Source: an optimization exercise on an open RTL-to-GDS flow (aim: a short achievable clock period and few clock cycles per item). Production flows keep margins and buffers that such runs may drop. The RTL was checked by simulation tests, not by an equivalence proof against the original design. No activity file was given, so power comes from the tool's default toggle rates.

==> design.v <==
module selgen(
	input [7:0] ins,       
	input pend,
	output [100:0] sel);
	wire [1:0] op = ins[7:6];
	wire [7:0] xd = 8'b1 << ins[5:3];
	wire [7:0] yd = 8'b1 << ins[2:0];
	wire mv = ~pend & (op == 2'b00);
	wire ad = ~pend & (op == 2'b10);
	wire sb = ~pend & (op == 2'b11);
	assign sel[100] = pend;
	genvar i, j;
	generate
		for (i = 0; i < 8; i = i + 1) begin : d
			assign sel[i] = mv & yd[i];
			assign sel[8 + i] = ad & xd[i] & yd[i];
			for (j = 0; j < 8; j = j + 1) begin : p
				if (i < j)
					assign sel[16 + (i * (15 - i)) / 2 + j - i - 1] = ad & ((xd[i] & yd[j]) | (xd[j] & yd[i]));
				if (i != j)
					assign sel[44 + i * 7 + (j < i ? j : j - 1)] = sb & xd[i] & yd[j];
			end
		end
	endgenerate
endmodule
module bitmux(
	input [100:0] sel,
	input [100:0] dat,
	output out);
	assign out = |(sel & dat);
endmodule
module add16(
	input [15:0] a,
	input [15:0] b,
	input cin,
	output [15:0] s);
	wire [15:0] p0 = a ^ b;
	wire [15:0] g0 = a & b;
	wire [15:0] g1, p1, g2, p2, g3, p3, g4, p4;
	assign g1[0] = g0[0] | (p0[0] & cin);
	assign p1[0] = 1'b0;
	genvar n;
	generate
		for (n = 1; n < 16; n = n + 1) begin : l1
			assign g1[n] = g0[n] | (p0[n] & g0[n-1]);
			assign p1[n] = p0[n] & p0[n-1];
		end
	endgenerate
	wire [15:0] gg0 = {g0[15:1], g1[0]};
	wire [15:0] pp0 = {p0[15:1], 1'b0};
	generate
		for (n = 0; n < 16; n = n + 1) begin : k1
			if (n >= 1) begin
				assign g2[n] = gg0[n] | (pp0[n] & gg0[n-1]);
				assign p2[n] = pp0[n] & pp0[n-1];
			end else begin
				assign g2[n] = gg0[n];
				assign p2[n] = pp0[n];
			end
		end
		for (n = 0; n < 16; n = n + 1) begin : k2
			if (n >= 2) begin
				assign g3[n] = g2[n] | (p2[n] & g2[n-2]);
				assign p3[n] = p2[n] & p2[n-2];
			end else begin
				assign g3[n] = g2[n];
				assign p3[n] = p2[n];
			end
		end
		for (n = 0; n < 16; n = n + 1) begin : k3
			if (n >= 4) begin
				assign g4[n] = g3[n] | (p3[n] & g3[n-4]);
				assign p4[n] = p3[n] & p3[n-4];
			end else begin
				assign g4[n] = g3[n];
				assign p4[n] = p3[n];
			end
		end
	endgenerate
	wire [15:0] g5;
	generate
		for (n = 0; n < 16; n = n + 1) begin : k4
			if (n >= 8)
				assign g5[n] = g4[n] | (p4[n] & g4[n-8]);
			else
				assign g5[n] = g4[n];
		end
	endgenerate
	assign s = p0 ^ {g5[14:0], cin};
endmodule
module cute_processor(
	input [15:0] DIN,
	input Resetn, Clock, Run,
	output reg Done,
	output reg [15:0] BusWires);
	parameter mvi = 2'b01;
	reg [15:0] R [0:7];
	reg [15:0] S [0:7][0:7];    
	reg [15:0] D [0:7][0:7];    
	reg pend;           
	reg [2:0] px;       
	wire [1:0] op = DIN[14:13];
	wire [2:0] x = DIN[12:10];
	wire [100:0] sel, selw;
	selgen u_sel (.ins(DIN[14:7]), .pend(pend), .sel(sel));
	selgen u_selw (.ins(DIN[14:7]), .pend(pend), .sel(selw));
	wire [100:0] dat [0:15];
	genvar gi, gj, gb;
	generate
		for (gb = 0; gb < 16; gb = gb + 1) begin : cand
			assign dat[gb][100] = DIN[gb];
			for (gi = 0; gi < 8; gi = gi + 1) begin : d
				assign dat[gb][gi] = R[gi][gb];
				if (gb == 0)
					assign dat[gb][8 + gi] = 1'b0;
				else
					assign dat[gb][8 + gi] = R[gi][gb - 1];
				for (gj = 0; gj < 8; gj = gj + 1) begin : p
					if (gi < gj)
						assign dat[gb][16 + (gi * (15 - gi)) / 2 + gj - gi - 1] = S[gi][gj][gb];
					if (gi != gj)
						assign dat[gb][44 + gi * 7 + (gj < gi ? gj : gj - 1)] = D[gi][gj][gb];
				end
			end
		end
	endgenerate
	wire [15:0] res, resw;
	generate
		for (gb = 0; gb < 16; gb = gb + 1) begin : mux
			bitmux u_mux (.sel(sel), .dat(dat[gb]), .out(res[gb]));
			bitmux u_muxw (.sel(selw), .dat(dat[gb]), .out(resw[gb]));
		end
	endgenerate
	always @(*) begin
		Done = pend | (Run & (op != mvi));
		BusWires = res;
	end
	always @(posedge Clock, negedge Resetn)
		if (!Resetn)
			pend <= 1'b0;
		else
			pend <= ~pend & Run & (op == mvi);
	always @(posedge Clock)
		if (~pend)
			px <= x;
	wire wr = pend | (Run & (op != mvi));
	wire [2:0] wx = pend ? px : x;
	wire [7:0] wd = {8{wr}} & (8'b1 << wx);
	wire [15:0] T [0:7];    
	wire [15:0] U [0:7];    
	wire [15:0] V [0:7];    
	generate
		for (gb = 0; gb < 8; gb = gb + 1) begin : upd
			add16 u_t (.a(resw), .b(R[gb]), .cin(1'b0), .s(T[gb]));
			add16 u_u (.a(resw), .b(~R[gb]), .cin(1'b1), .s(U[gb]));
			add16 u_v (.a(R[gb]), .b(~resw), .cin(1'b1), .s(V[gb]));
		end
	endgenerate
	generate
		for (gi = 0; gi < 8; gi = gi + 1) begin : wr_r
			always @(posedge Clock)
				if (wd[gi])
					R[gi] <= resw;
			for (gj = 0; gj < 8; gj = gj + 1) begin : wr_p
				if (gi < gj)
					always @(posedge Clock)
						if (wd[gi] | wd[gj])
							S[gi][gj] <= wd[gi] ? T[gj] : T[gi];
				if (gi != gj)
					always @(posedge Clock)
						if (wd[gi] | wd[gj])
							D[gi][gj] <= wd[gi] ? U[gj] : V[gi];
			end
		end
	endgenerate
endmodule
==> run.sh <==
#!/bin/bash
# synth_recipe.tcl (not shown) runs the flow's synth.tcl, then flattens the netlist and writes it again
# the make line also repeats each setting of config.mk as NAME=value (left out here)
make -C /OpenROAD-flow-scripts/flow DESIGN_CONFIG=/design/flow/config.mk WORK_HOME=/design/flow/orfs CLKGATE_MAP_FILE= SYNTH_SCRIPT=/design/flow/synth_recipe.tcl finish
==> config.mk <==
export PLATFORM = sky130hd
export DESIGN_NAME = cute_processor
export DESIGN_NICKNAME = cute_processor
export VERILOG_FILES = /design/flow/design.v
export SDC_FILE = /design/flow/constraint.sdc
export NUM_CORES = 4
export LEC_CHECK = 0
export CAP_MARGIN = 20
export CORE_MARGIN = 2
export CORE_UTILIZATION = 40
export SETUP_SLACK_MARGIN = 2
export SLEW_MARGIN = 20
export SYNTH_HIERARCHICAL = 1
export SYNTH_MINIMUM_KEEP_SIZE = 0
==> constraint.sdc <==
create_clock -name core_clock -period 6.0 [get_ports {Clock}]
set_input_delay 1.2000 -clock core_clock [delete_from_list [all_inputs] [get_ports {Clock}]]
set_output_delay 1.2000 -clock core_clock [all_outputs]
set_load 0.01 [all_outputs]
==> results of run 1 <==
==> logic make-up after synthesis <==
family / count (synthesis) / share of synthesized area [%]
AOI/OAI and AO/OA: 3500 / 31.4
xor gates and xnor gates: 318 / 2.87
adders and majority gates: 384 / 5.33
buffers and inverters: 689 / 3.12
DFF: 1476 / 45.7
muxes: 45 / 0.485
other: 2 / 0.00775
and+or+nand+nor: 2094 / 11.1
==> worst max path at each step <==
stage	end	slack, ps	from	depth (start not counted)
CTS	BusWires[14]	600	DIN[8]	17
detailed placement	D[12][14]	-1530	DIN[13]	26
floorplan	S[55][12]	530	DIN[11]	17
global placement	S[46][12]	-1700	DIN[13]	20
==> power by group through the flow <==
stage / Sequential (µW) / Combinational (µW) / Clock [µW]
after CTS: 14400 / 26400 / 10900
after detailed placement: 14600 / 25300 / 0
after global placement: 14600 / 25000 / 0
after floorplan: 14300 / 9440 / 0
==> synthesized netlist by cell type, types with 32 or more instances <==
cell | n | area (µm²)
a21o_1 | 1096 | 8230
a21oi_1 | 268 | 1340
a221oi_1 | 184 | 1610
a221oi_2 | 472 | 7090
a222oi_1 | 32 | 320
a22o_1 | 608 | 5330
a22oi_1 | 378 | 2840
a31oi_1 | 52 | 325
and2_1 | 142 | 888
and3_1 | 81 | 507
and4_1 | 48 | 420
buf_2 | 119 | 596
buf_4 | 33 | 248
clkbuf_1 | 161 | 604
edfxtp_1 | 1472 | 44200
fa_1 | 48 | 961
ha_1 | 336 | 4200
inv_1 | 344 | 1290
nand2_1 | 814 | 3060
nand2b_1 | 35 | 219
nand3_1 | 97 | 485
nand4_1 | 227 | 1420
nor2_1 | 268 | 1010
nor2b_1 | 61 | 382
nor3_1 | 52 | 260
nor4_1 | 64 | 400
o21ai_0 | 97 | 485
or2_0 | 48 | 300
xnor2_1 | 216 | 1890
xor2_1 | 102 | 893
==> per-stage QoR <==
step | cells | hold slack, ps | cell area, µm²
2_1_floorplan | 8546 | 581 | 97800
3_3_place_gp | 14000 | 610 | 128000
3_5_place_dp | 14000 | 619 | 128000
4_1_cts | 14400 | 460 | 139000
==> Yosys stat by module (local to each module, per instance) <==
module | times used | area [µm²] | cells
add16 | 24 | 756 | 97
bitmux | 32 | 578 | 61
cute_processor | 1 | 58400 | 3848
selgen | 2 | 948 | 190
==> repair_timing <==
| item | in CTS |
|---|---|
| buffers inserted | 123 |
| gates cloned | 6 |
| pin swaps | 224 |
| gates resized for setup | 762 |
| setup endpoints to repair | 1490 |
==> metal layers <==
layer | GRT usage, % | GRT overflow
met4 | 64.6 | 0
met5 | 39.5 | 0
met3 | 59.6 | 0
met2 | 81.0 | 1
met1 | 72.7 | 0
==> flow_metrics.tcl, run 1 <==
set metrics [dict create \
    dp_slack_ps -1530 \
    cts_sinks 1476 \
    grt_max_degree 100 \
    haltStage "5_1_grt" \
    hpwl_mm 629 \
    stop_error "[ERROR GRT-0232] Routing congestion too high. Check the congestion heatmap in the GUI." \
    numCtsBuffers 172 \
    cts.path.max_buffers 3 \
    netlist_instances 8508 \
    ys_async_sr_fraction_pct 0.0678 \
    cts_root_buf "clkbuf_16" \
    synth-seq-area-share_pct 45.7 \
    globalRouteTotalUtil_pct 70.2 \
    yosysWarnings 13 \
    fp.dieH_um 496 \
    rows 180 \
    grt.overflow.total 1 \
    place_congestion 1.27 \
    avgSynthCellArea_um2 11.4 \
    initial_core_util_pct 40.3 \
    ys_seq_elements 1476 \
    io_buffers 35 \
    synth_cell_types 80 \
    synth_edf_count 1472 \
    hold_buffers 0 \
    ys.flop_type "edfxtp_1" \
    die_w_um 496 \
    io_pins 36 \
    h-tree-depth 4 \
    status "did not finish" \
    post_synth_instance_area_um2 96900 \
]
Testbench counts, summed over its fixed seeds: cycles 4,148, instructions 3,264.
==> inputs of run 2 (changes only) <==
==> design.v (replaced) <==
module g_nor2(input a, b, output y); assign y = ~(a | b); endmodule
module g_nand4(input a, b, c, d, output y); assign y = ~(a & b & c & d); endmodule
module g_a22oi(input a, b, c, d, output y); assign y = ~((a & b) | (c & d)); endmodule
module g_a222oi(input a, b, c, d, e, f, output y); assign y = ~((a & b) | (c & d) | (e & f)); endmodule
module ydec(
	input [2:0] y,
	input busy,
	output [7:0] sel);
	assign sel = {8{~busy}} & (8'b1 << y);
endmodule
module busbit(
	input [7:0] sel,
	input [7:0] r,
	input sg, g, si, din,
	output out,
	output outw);
	wire n0, n1, n2, n3;
	g_a222oi u0 (.a(sel[0]), .b(r[0]), .c(sel[1]), .d(r[1]), .e(sg), .f(g), .y(n0));
	g_a222oi u1 (.a(sel[2]), .b(r[2]), .c(sel[3]), .d(r[3]), .e(si), .f(din), .y(n1));
	g_a22oi u2 (.a(sel[4]), .b(r[4]), .c(sel[5]), .d(r[5]), .y(n2));
	g_a22oi u3 (.a(sel[6]), .b(r[6]), .c(sel[7]), .d(r[7]), .y(n3));
	g_nand4 u4 (.a(n0), .b(n1), .c(n2), .d(n3), .y(out));
	g_nand4 u5 (.a(n0), .b(n1), .c(n2), .d(n3), .y(outw));
endmodule
module cute_processor(
	input [15:0] DIN,
	input Resetn, Clock, Run,
	output reg Done,
	output reg [15:0] BusWires);
	parameter mv = 2'b00, mvi = 2'b01;
	reg [15:0] R [0:7];
	reg [15:0] G;       
	reg sg;             
	reg si;             
	reg [2:0] px;       
	wire [1:0] op = DIN[14:13];
	wire [2:0] x = DIN[12:10];
	wire [2:0] y = DIN[9:7];
	wire busy = sg | si;
	wire idle = ~busy;
	wire acc = idle & Run;
	wire [7:0] sel;
	ydec u_ydec (.y(y), .busy(busy), .sel(sel));
	wire [15:0] bus, busw;    
	genvar b;
	generate
		for (b = 0; b < 16; b = b + 1) begin : bits
			busbit u_bit (.sel(sel),
				.r({R[7][b], R[6][b], R[5][b], R[4][b], R[3][b], R[2][b], R[1][b], R[0][b]}),
				.sg(sg), .g(G[b]), .si(si), .din(DIN[b]), .out(bus[b]), .outw(busw[b]));
		end
	endgenerate
	always @(*) begin
		Done = sg | si | (acc & (op == mv));
		BusWires = bus;
	end
	always @(posedge Clock, negedge Resetn)
		if (!Resetn) begin
			sg <= 1'b0;
			si <= 1'b0;
		end else begin
			sg <= acc & op[1];
			si <= acc & (op == mvi);
		end
	always @(posedge Clock)
		if (idle) begin
			px <= x;
			G <= op[0] ? R[x] - R[y] : R[x] + R[y];
		end
	integer k;
	always @(posedge Clock)
		for (k = 0; k < 8; k = k + 1)
			if ((busy & (px == k)) | (acc & (op == mv) & (x == k)))
				R[k] <= busw;
endmodule
--- a/config.mk
+++ b/config.mk
@@ -10,3 +10,3 @@
 export CORE_UTILIZATION = 40
-export SETUP_SLACK_MARGIN = 2
+export SETUP_SLACK_MARGIN = 3
 export SLEW_MARGIN = 20
==> flow_metrics.tcl, run 2 <==
set metrics [dict create \
    status "timing/DRC/antenna clean" \
    avgSynthCellArea_um2 12.2 \
    crit_chain "buf_12 > buf_12 > or3_4 > buf_12 > o22ai_4 > ha_4 > nor2_2 > xor2_1 > ha_1 > a21o_1 > a21oi_2 > o21bai_2 > a2111o_1 > a31o_2 > a21o_1 > xor2_1" \
    core_area_um2 21800 \
    max_cap_viol_count 0 \
    hold_buffers 0 \
    wl_mm 35.5 \
    arrival_ps 4400 \
    wl_per_cell_um 28.8 \
    tightest_slew_ps 1120 \
    finalMaxSlewViolations 0 \
    clock_skew_ps 9.92 \
    io_buffers 35 \
    synth_top_area_cell "edfxtp_1" \
    globalRouteTotalUtil_pct 29.3 \
    period_share_pct 70.1 \
    reg.largest.list "R: 128 flops, G: 16 flops, px: 3 flops" \
    hpwl_mm 20.3 \
    max_stage_delay_ps 460 \
    fin_cells 1232 \
    die_w_um 153 \
    cts.path.max_buffers 2 \
    p_leak_uw 0.00462 \
    hp-class "flip-flop to flip-flop" \
    highest_layer "met5" \
    fin_tns_setup_ps 0 \
    ys_top_cells_by_area "edfxtp_1 (50%), mux2i_1 (5.5%), a22oi_2 (4.5%)" \
    fin_crit_ps 4210 \
    met1Wirelength_mm 13.6 \
    synth_cell_types 73 \
    drive_gt1_share_pct 42.0 \
    dp.cells 1030 \
    rows 54 \
    endpoint_kind "flip-flop" \
    fp.dieH_um 153 \
    grt_setup_unrepaired "yes" \
    ys.flop_type "edfxtp_1" \
    top_register "R" \
    ys_seq_elements 149 \
    synth-seq-area-share_pct 50.4 \
    largest_reg_flops 128 \
    clk_pin_slew_worst_paths_ps 70 \
    viasPerCell 6.56 \
    antenna_found_initial 1 \
    grt_pass1_wl_mm 50.9 \
    cts_tree "yes" \
    path_common_cell "buf_12" \
    whs_path_depth 3 \
    cts_root_buf "clkbuf_16" \
    h-tree-depth 4 \
    drt_iter0_drc 1116 \
    yosysMostFrequentCell "edfxtp_1" \
    ant_nets 0 \
    grt_max_degree 29 \
    nets 976 \
    numCtsBuffers 17 \
    cts_sinks 149 \
    finalHoldViolCount 0 \
    synth_edf_count 147 \
    n_antenna_cell 0 \
    setup_viol 0 \
    syn2layout_area_growth_pct 41.2 \
    drc 0 \
    initial_core_util_pct 40.7 \
    timing.slew.headroom_pct 25.0 \
    reg2reg_depth 23 \
    grt_pass1_vias 8177 \
    grt.overflow.total 0 \
    required_ps 6190 \
    layout_common_cells "edfxtp_1 (147), buf_4 (130), mux2i_1 (49)" \
    pwr_density_cell_nw_per_um2 272 \
    layout_commonest_cell "edfxtp_1" \
    ys_async_sr_fraction_pct 1.34 \
    wl_met2_mm 16.1 \
    via_count 8079 \
    yosysTopAreaCellShare_pct 49.8 \
    post_synth_instance_area_um2 8860 \
    netlist_instances 724 \
    cp-start-kind "input pin" \
    crit_slowest_cell "a2111o_1" \
    clk_latency_ps 440 \
    ir_drop_v 0.000173 \
    dieArea_um2 23300 \
    yosysWarnings 8 \
    dr.pass1.iters 6 \
    io_pins 36 \
    met3_length_mm 3.57 \
    synth.top_cells.by_count "edfxtp_1 (147), nor2_1 (58), mux2i_1 (49), a21oi_1 (33), nand4_1 (33)" \
    path_max_fanout 7 \
    place_congestion 0.979 \
    crit_type "input pin to flip-flop" \
    max_freq_mhz 238 \
]
==> run 2: changes by cell type after synthesis, moves of 326 or more <==
| cell | delta |
|---|---|
| inv_1 | -326 |
| edfxtp_1 | -1325 |
| a22o_1 | -606 |
| a221oi_2 | -472 |
| a22oi_1 | -369 |
| nand2_1 | -784 |
| a21o_1 | -1093 |
==> run 2: per-module statistics from Yosys (local to each module, per instance), a selection <==
module          times used  flops+latches  area [µm²]
cute_processor           1            149        7860
ydec                     1              0        81.3
g_a22oi                 32              0        12.5
g_a222oi                32              0        10.0
g_nand4                 32              0        6.26
==> run 2: final timing paths <==
kind,from,end,slack [ps]
min,R[4][12],R[7][12],810
max reg2reg,sg,R[0][12],2180
min reg2reg,R[4][12],R[7][12],810
min in group asynchronous,Resetn,si,940
max,DIN[9],G[10],1790
max in group asynchronous,Resetn,sg,4910
==> run 2: routing by layer <==
layer / vias up / track usage (%)
met2: 553 / 46.7
met4: 2 / 16.9
met5: - / 0
met1: 3958 / 37.8
li1: 3430 / -
met3: 136 / 5.12
==> run 2: logic make-up after synthesis <==
group / count (synthesis) / synth area share (%)
AOI/OAI and AO/OA: 217 / 20.3
xor gates and xnor gates: 27 / 2.67
buffers and inverters: 54 / 3.22
DFF: 149 / 50.4
and+or+nand+nor: 195 / 11.8
muxes: 64 / 8.97
adders and majority gates: 18 / 2.63
==> run 2: repair_timing <==
action | CTS | global route
pin swaps | 63 | 58
buffers inserted | 129 | 32
gates resized for setup | 173 | 79
gates cloned | 6 | 3
endpoints found under the setup margin | 289 | 57
==> run 2: power by group <==
part	internal, µW	switching [µW]	total [µW]
Clock	617	466	1080
Combinational	465	506	971
Sequential	1290	57.8	1350
==> run 2: critical path, delay by kind of cell <==
family,cells,cell delay [ps]
buffers and inverters,3,420
XOR/XNOR,2,280
AO/OA/AOI/OAI,7,1560
adder cells (fa/ha/maj),2,510
AND/OR/NAND/NOR,2,450
==> run 2: stage by stage <==
| step | utilization (%) | power, µW | instance area, µm² | hold WS (ps) | setup WS (ps) |
|---|---|---|---|---|---|
| after floorplan | - | 1800 | 9130 | 704 | 1730 |
| after global placement | 44.9 | 2030 | 9770 | 794 | 818 |
| after detailed placement | 44.9 | 2040 | 9780 | 821 | 775 |
| after CTS | 55.0 | 3270 | 12000 | 783 | 1840 |
| after global routing | 57.5 | 3510 | 12500 | 846 | 1720 |
| final | 57.5 | 3400 | 12500 | 808 | 1790 |
==> run 2: cell type report <==
type	count	area [µm²]
multi-input combinational	521	4670
timing repair buffer	231	2360
tap	280	350
sequential	149	4470
clock buffer	19	433
inverter	19	81.3
fill	1697	9250
clock inverter	13	146
Testbench counts of run 2, summed over its fixed seeds: cycles 5,717, instructions 3,264.

[static timing again, ports no longer ideal]
The flow's constraints put no driver on any port. The routed layout listed below was extracted and timed again, unchanged, in two steps. Step 1 (the two cells are an assumption about what drives the block):
set clk [get_ports {Clock}]
set_driving_cell -lib_cell sky130_fd_sc_hd__clkbuf_16 $clk
set_driving_cell -lib_cell sky130_fd_sc_hd__buf_2 [delete_from_list [all_inputs] $clk]
Step 2, shift: input delay + t, output delay - t, t = (earliest + latest rising clock arrival at the registers) / 2. This alone moves slack from input paths to output paths. a / b / c = ideal ports / drivers / drivers and shift; a / b = the first two.
run: run 2
shift t [ns]: 0.474
slack for setup (ns): 1.794 / 1.644 / 1.193
worst hold slack (ns): 0.808 / 0.808 / 0.808
worst register clock-pin slew, ns: 0.07 / 0.07
worst data-port slew with drivers (ns): 0.24
After both steps run 2 still meets setup and hold. The setup slack of run 2 moves by -0.150 ns with the drivers and by -0.601 ns with both steps.
